Source: an optimization exercise on an open RTL-to-GDS flow (aim: small area, a short achievable clock period and few clock cycles per item). Production flows keep margins and buffers that such runs may drop.

==> v33 <==
// fm_3d_ru_outline_setup
module fm_3d_ru_outline_setup (
    clk_core,
    rst_x,
    i_aa_en,
    i_valid,
    o_ack,
    i_vtx0_x,
    i_vtx0_y,
    i_vtx1_x,
    i_vtx1_y,
    i_vtx2_x,
    i_vtx2_y,
    o_valid,
    o_is_first,
    o_is_second,
    o_aa_mode,
    o_idle,
    o_start_x_e0,
    o_start_x_05_e0,
    o_start_y_e0,
    o_end_y_e0,
    o_delta_e0,
    o_delta_t_e0,
    o_delta_a_e0,
    o_start_x_e1,
    o_start_x_05_e1,
    o_start_y_e1,
    o_end_y_e1,
    o_delta_e1,
    o_delta_t_e1,
    o_delta_a_e1,
    o_start_x_e2,
    o_start_x_05_e2,
    o_start_y_e2,
    o_end_y_e2,
    o_delta_e2,
    o_delta_t_e2,
    o_delta_a_e2,
    i_ack
);
==> module fm_3d_frcp, before the edit <==
module fm_3d_frcp (
  clk_core,
  i_en,
  i_a,
  o_c,
  o_zero
);
    input         clk_core;
    input         i_en;
    input  [21:0] i_a;
    output [21:0] o_c;
    output        o_zero;
    reg    [21:0] r_c;
    reg           r_zo;
    reg           r_a_sign;
    reg    [4:0]  r_ce_tmp;
    reg           r_zero_flag;
    reg    [15:0] r_base;
    reg    [8:0]  r_diff;
    reg    [7:0]  r_a_frac_l;
    wire   [4:0]  w_a_exp = i_a[20:16];
    wire   [15:0] w_a_fraction = i_a[15:0];
    wire   [31:0] w_rom_out;
    always @(posedge clk_core) begin
        if (i_en) begin
            r_a_sign <= i_a[21];
            r_ce_tmp <= 5'h1e - w_a_exp;
            r_zero_flag <= (w_a_exp == 5'h0);
            r_base <= w_rom_out[31:16];      
            r_diff <= w_rom_out[8:0];        
            r_a_frac_l <= w_a_fraction[7:0];
        end
    end
    wire   [16:0] w_rom_correct = r_diff * r_a_frac_l;
    wire   [15:0] w_cf_tmp = r_base - {8'h0, w_rom_correct[16:9]};
    wire          w_sh = !w_cf_tmp[15];
    wire   [5:0]  w_ce = {1'b0, r_ce_tmp} - {5'h0, w_sh};
    wire          w_cz = w_ce[5] | (w_ce[4:0] == 5'h0);
    wire   [15:0] w_cf = w_sh ? {w_cf_tmp[14:0], 1'b0} : w_cf_tmp;
    wire   [21:0] w_c = w_cz ? 22'h0 : {r_a_sign, w_ce[4:0], w_cf};
    always @(posedge clk_core) begin
        if (i_en) begin
            r_c <= (r_zero_flag) ? 22'h0 : w_c;
            r_zo <= r_zero_flag;
        end
    end
    fm_3d_frcp_rom frcp_rom (
        .i_a(w_a_fraction[14:8]),
        .o_c(w_rom_out)
    );
    assign o_c = r_c;
    assign o_zero = r_zo;
endmodule
==> flow/config.mk <==
export PLATFORM = sky130hd
export DESIGN_NAME = fm_3d_ru_outline_setup
export DESIGN_NICKNAME = fm_3d_ru_outline_setup
export VERILOG_FILES = /design/flow/design.v
export SDC_FILE = /design/flow/constraint.sdc
export NUM_CORES = 4
export LEC_CHECK = 0
export ABC_AREA = 1
export CAP_MARGIN = 20
export CORE_MARGIN = 2
export CORE_UTILIZATION = 40
export PLACE_DENSITY = 0.6
export SETUP_SLACK_MARGIN = 5
export SLEW_MARGIN = 20
==> flow/constraint.sdc <==
create_clock -name core_clock -period 10.0 [get_ports {clk_core}]
set_input_delay 2.0000 -clock core_clock [delete_from_list [all_inputs] [get_ports {clk_core}]]
set_output_delay 2.0000 -clock core_clock [all_outputs]
set_load 0.01 [all_outputs]
standard.sh (not shown) runs the stock make flow with config.mk's settings and CLKGATE_MAP_FILE= SYNTH_SCRIPT=/design/flow/synth_recipe.tcl, a recipe that flattens the netlist after the stock synthesis.
==> flow/flow/run.sh <==
#!/bin/bash
# The standard layout (standard.sh: the standard flow's own synthesis and ORFS steps),
# with plain buf_1 cells as the port buffers instead of the delay buffers
# buffer_ports picks by default. Every port still gets its own buffer.
set -euo pipefail
export BUFFER_PORTS_ARGS="-buffer_cell sky130_fd_sc_hd__buf_1"
bash standard.sh > standard.log 2>&1
==> inputs of v39, as changes to v33 <==
--- a/flow/design.v
+++ b/flow/design.v
@@ -261,99 +261,38 @@
 );
     input         clk_core;
     input         i_en;
     input  [21:0] i_a;
     input  [21:0] i_b;
     output [21:0] o_c;
     reg           r_sign_1z;
-    reg    [16:0] r_cf;
+    reg    [23:0] r_h;
+    reg    [15:0] r_l;
     reg    [4:0]  r_ce_tmp_1z;
     wire [4:0]  w_a_exp = i_a[20:16];
     wire [15:0] w_a_fraction = i_a[15:0];
     wire [4:0]  w_b_exp = i_b[20:16];
     wire [15:0] w_b_fraction = i_b[15:0];
     wire [5:0]  w_exp_add = w_a_exp + w_b_exp;
     wire [5:0]  w_adder_out = w_exp_add -  4'hf;
     wire [4:0]  w_ce_tmp = (w_exp_add < 5'hf) ? 5'h00 :
                            (w_adder_out[5])   ? 5'h1f :
                                                 w_adder_out[4:0];
-    wire [18:0] w_y = {2'b00, w_b_fraction, 1'b0};
-    wire [2:0]  w_d0 = w_y[2:0];
-    wire        w_n0 = w_d0[2] & ~(w_d0[1] & w_d0[0]);
-    wire        w_o0 = w_d0[1] ^ w_d0[0];
-    wire        w_t0 = (w_d0 == 3'b100) | (w_d0 == 3'b011);
-    wire [17:0] w_x0 = (({18{w_o0}} & {2'b00, w_a_fraction}) |
-                         ({18{w_t0}} & {1'b0, w_a_fraction, 1'b0})) ^ {18{w_n0}};
-    wire [31:0] w_r0 = {13'b0, ~w_n0, w_x0} << 0;
-    wire [2:0]  w_d1 = w_y[4:2];
-    wire        w_n1 = w_d1[2] & ~(w_d1[1] & w_d1[0]);
-    wire        w_o1 = w_d1[1] ^ w_d1[0];
-    wire        w_t1 = (w_d1 == 3'b100) | (w_d1 == 3'b011);
-    wire [17:0] w_x1 = (({18{w_o1}} & {2'b00, w_a_fraction}) |
-                         ({18{w_t1}} & {1'b0, w_a_fraction, 1'b0})) ^ {18{w_n1}};
-    wire [31:0] w_r1 = {13'b0, ~w_n1, w_x1} << 2;
-    wire [2:0]  w_d2 = w_y[6:4];
-    wire        w_n2 = w_d2[2] & ~(w_d2[1] & w_d2[0]);
-    wire        w_o2 = w_d2[1] ^ w_d2[0];
-    wire        w_t2 = (w_d2 == 3'b100) | (w_d2 == 3'b011);
-    wire [17:0] w_x2 = (({18{w_o2}} & {2'b00, w_a_fraction}) |
-                         ({18{w_t2}} & {1'b0, w_a_fraction, 1'b0})) ^ {18{w_n2}};
-    wire [31:0] w_r2 = {13'b0, ~w_n2, w_x2} << 4;
-    wire [2:0]  w_d3 = w_y[8:6];
-    wire        w_n3 = w_d3[2] & ~(w_d3[1] & w_d3[0]);
-    wire        w_o3 = w_d3[1] ^ w_d3[0];
-    wire        w_t3 = (w_d3 == 3'b100) | (w_d3 == 3'b011);
-    wire [17:0] w_x3 = (({18{w_o3}} & {2'b00, w_a_fraction}) |
-                         ({18{w_t3}} & {1'b0, w_a_fraction, 1'b0})) ^ {18{w_n3}};
-    wire [31:0] w_r3 = {13'b0, ~w_n3, w_x3} << 6;
-    wire [2:0]  w_d4 = w_y[10:8];
-    wire        w_n4 = w_d4[2] & ~(w_d4[1] & w_d4[0]);
-    wire        w_o4 = w_d4[1] ^ w_d4[0];
-    wire        w_t4 = (w_d4 == 3'b100) | (w_d4 == 3'b011);
-    wire [17:0] w_x4 = (({18{w_o4}} & {2'b00, w_a_fraction}) |
-                         ({18{w_t4}} & {1'b0, w_a_fraction, 1'b0})) ^ {18{w_n4}};
-    wire [31:0] w_r4 = {13'b0, ~w_n4, w_x4} << 8;
-    wire [2:0]  w_d5 = w_y[12:10];
-    wire        w_n5 = w_d5[2] & ~(w_d5[1] & w_d5[0]);
-    wire        w_o5 = w_d5[1] ^ w_d5[0];
-    wire        w_t5 = (w_d5 == 3'b100) | (w_d5 == 3'b011);
-    wire [17:0] w_x5 = (({18{w_o5}} & {2'b00, w_a_fraction}) |
-                         ({18{w_t5}} & {1'b0, w_a_fraction, 1'b0})) ^ {18{w_n5}};
-    wire [31:0] w_r5 = {13'b0, ~w_n5, w_x5} << 10;
-    wire [2:0]  w_d6 = w_y[14:12];
-    wire        w_n6 = w_d6[2] & ~(w_d6[1] & w_d6[0]);
-    wire        w_o6 = w_d6[1] ^ w_d6[0];
-    wire        w_t6 = (w_d6 == 3'b100) | (w_d6 == 3'b011);
-    wire [17:0] w_x6 = (({18{w_o6}} & {2'b00, w_a_fraction}) |
-                         ({18{w_t6}} & {1'b0, w_a_fraction, 1'b0})) ^ {18{w_n6}};
-    wire [31:0] w_r6 = {13'b0, ~w_n6, w_x6} << 12;
-    wire [2:0]  w_d7 = w_y[16:14];
-    wire        w_n7 = w_d7[2] & ~(w_d7[1] & w_d7[0]);
-    wire        w_o7 = w_d7[1] ^ w_d7[0];
-    wire        w_t7 = (w_d7 == 3'b100) | (w_d7 == 3'b011);
-    wire [17:0] w_x7 = (({18{w_o7}} & {2'b00, w_a_fraction}) |
-                         ({18{w_t7}} & {1'b0, w_a_fraction, 1'b0})) ^ {18{w_n7}};
-    wire [31:0] w_r7 = {13'b0, ~w_n7, w_x7} << 14;
-    wire [2:0]  w_d8 = w_y[18:16];
-    wire        w_n8 = w_d8[2] & ~(w_d8[1] & w_d8[0]);
-    wire        w_o8 = w_d8[1] ^ w_d8[0];
-    wire        w_t8 = (w_d8 == 3'b100) | (w_d8 == 3'b011);
-    wire [17:0] w_x8 = (({18{w_o8}} & {2'b00, w_a_fraction}) |
-                         ({18{w_t8}} & {1'b0, w_a_fraction, 1'b0})) ^ {18{w_n8}};
-    wire [31:0] w_r8 = {13'b0, ~w_n8, w_x8} << 16;
-    wire [31:0] w_nr = ({31'b0, w_n0} << 0) | ({31'b0, w_n1} << 2) | ({31'b0, w_n2} << 4) | ({31'b0, w_n3} << 6) | ({31'b0, w_n4} << 8) | ({31'b0, w_n5} << 10) | ({31'b0, w_n6} << 12) | ({31'b0, w_n7} << 14) | ({31'b0, w_n8} << 16);
-    wire [31:0] w_pr = w_r0 + w_r1 + w_r2 + w_r3 + w_r4 + w_r5 + w_r6 + w_r7 + w_r8 + w_nr + 32'haaac4000;
+    wire [23:0] w_h = w_a_fraction * w_b_fraction[15:8];
+    wire [23:0] w_l = w_a_fraction * w_b_fraction[7:0];
     always @(posedge clk_core) begin
         if (i_en) begin
             r_sign_1z <= i_a[21] ^ i_b[21];
-            r_cf <= w_pr[31:15];
+            r_h <= w_h;
+            r_l <= w_l[23:8];
             r_ce_tmp_1z <= w_ce_tmp;
         end
     end
-    wire [16:0] w_cf_tmp2 = r_cf;
+    wire [24:0] w_x = {1'b0, r_h} + {9'h0, r_l} + 25'd64;
+    wire [16:0] w_cf_tmp2 = w_x[23:7];
     wire        w_carry = w_cf_tmp2[16];
     wire [4:0]  w_ce = (w_cf_tmp2 == 17'h0) ? 5'h0 :
                        (w_carry & (r_ce_tmp_1z != 5'h1f)) ? r_ce_tmp_1z + 5'h1 :
                                                            r_ce_tmp_1z;
     wire [15:0] w_cf = w_carry ? w_cf_tmp2[16:1] : w_cf_tmp2[15:0];
     assign o_c = (w_ce == 5'h0) ? 22'h0 : {r_sign_1z, w_ce, w_cf};
 endmodule
==> inputs of v26, as changes to v33 <==
--- a/flow/design.v
+++ b/flow/design.v
@@ -412,16 +412,16 @@
             r_ce_tmp <= 5'h1e - w_a_exp;
             r_zero_flag <= (w_a_exp == 5'h0);
             r_base <= w_rom_out[31:16];      
             r_diff <= w_rom_out[8:0];        
             r_a_frac_l <= w_a_fraction[7:0];
         end
     end
-    wire   [16:0] w_rom_correct = r_diff * r_a_frac_l;
-    wire   [15:0] w_cf_tmp = r_base - {8'h0, w_rom_correct[16:9]};
+    wire   [24:0] w_t = {r_base, 9'h0} + 25'd511 - r_diff * r_a_frac_l;
+    wire   [15:0] w_cf_tmp = w_t[24:9];
     wire          w_sh = !w_cf_tmp[15];
     wire   [5:0]  w_ce = {1'b0, r_ce_tmp} - {5'h0, w_sh};
     wire          w_cz = w_ce[5] | (w_ce[4:0] == 5'h0);
     wire   [15:0] w_cf = w_sh ? {w_cf_tmp[14:0], 1'b0} : w_cf_tmp;
     wire   [21:0] w_c = w_cz ? 22'h0 : {r_a_sign, w_ce[4:0], w_cf};
     always @(posedge clk_core) begin
         if (i_en) begin
==> summary of the runs <==
- Cell area: v39 > v33 > v26.
- Between v33 and v26, the lower global-route usage is in v26 (gap 0.19 points).
- First-iteration DRC count: v39 < v26 < v33.
- In sequential share of layout area, v26 and v33 hardly differ.
- Setup slack, lowest first: v26, v39, v33.
- Die area: v39 > v26 > v33.
==> figures <==
item	v39	v33	v26
Status	complete, no violations	complete, no violations	complete, no violations
CTS sink cnt	999	976	976
Arr. time, crit path	7.62 ns	7.58 ns	8.09 ns
Inst Count DP	8,581	8,138	8,125
Starting density of the core	0.4026	0.4024	0.4027
Wire length on met2	84.41 mm	81.63 mm	82.01 mm
Reg2Reg Setup Slack	2.83 ns	2.99 ns	2.33 ns
Highest Clock Rate	139.4 MHz	142.7 MHz	130.4 MHz
Fill cells	14,450	13,510	13,550
Layout-to-synthesis area ratio	1.1415x	1.1747x	1.1719x
Synthesized instance count	6,297	5,946	5,934
Total number of sequential cells	999	976	976
Via count of the first global-routing pass	44,140	43,120	42,920
Endpoint of the most critical setup path	u_rcp.r_c[0]	u_rcp.r_c[7]	u_rcp.r_c[14]
Function was not checked in any run of this note: the RTL went through the layout flow alone.

[afterwards: timing with drivers on the ports]
How much do the figures lean on ideal ports? The routed layouts below were timed once more, with nothing changed but the port constraints. Step 1, drivers: a clkbuf_16 drives clk_core and a buf_2 each remaining input, both assumed. Step 2 adds t to the input delays and takes it off the output delays; t is the mean of the earliest and latest rising clock arrival at the registers after step 1. Input paths then give back, and output paths get back, about the clock's delay inside the block. a / b / c = ideal ports / drivers / drivers and shift; a / b = the first two.
run	t (ns)	slack for setup (ns)	hold WS [ns]
v33	0.796	2.990 / 2.990 / 2.990	0.399 / 0.399 / 0.399
v39	0.804	2.825 / 2.825 / 2.825	0.357 / 0.357 / 0.357
v26	0.791	2.331 / 2.331 / 2.331	0.402 / 0.402 / 0.402
After both steps every run listed still meets setup and hold.
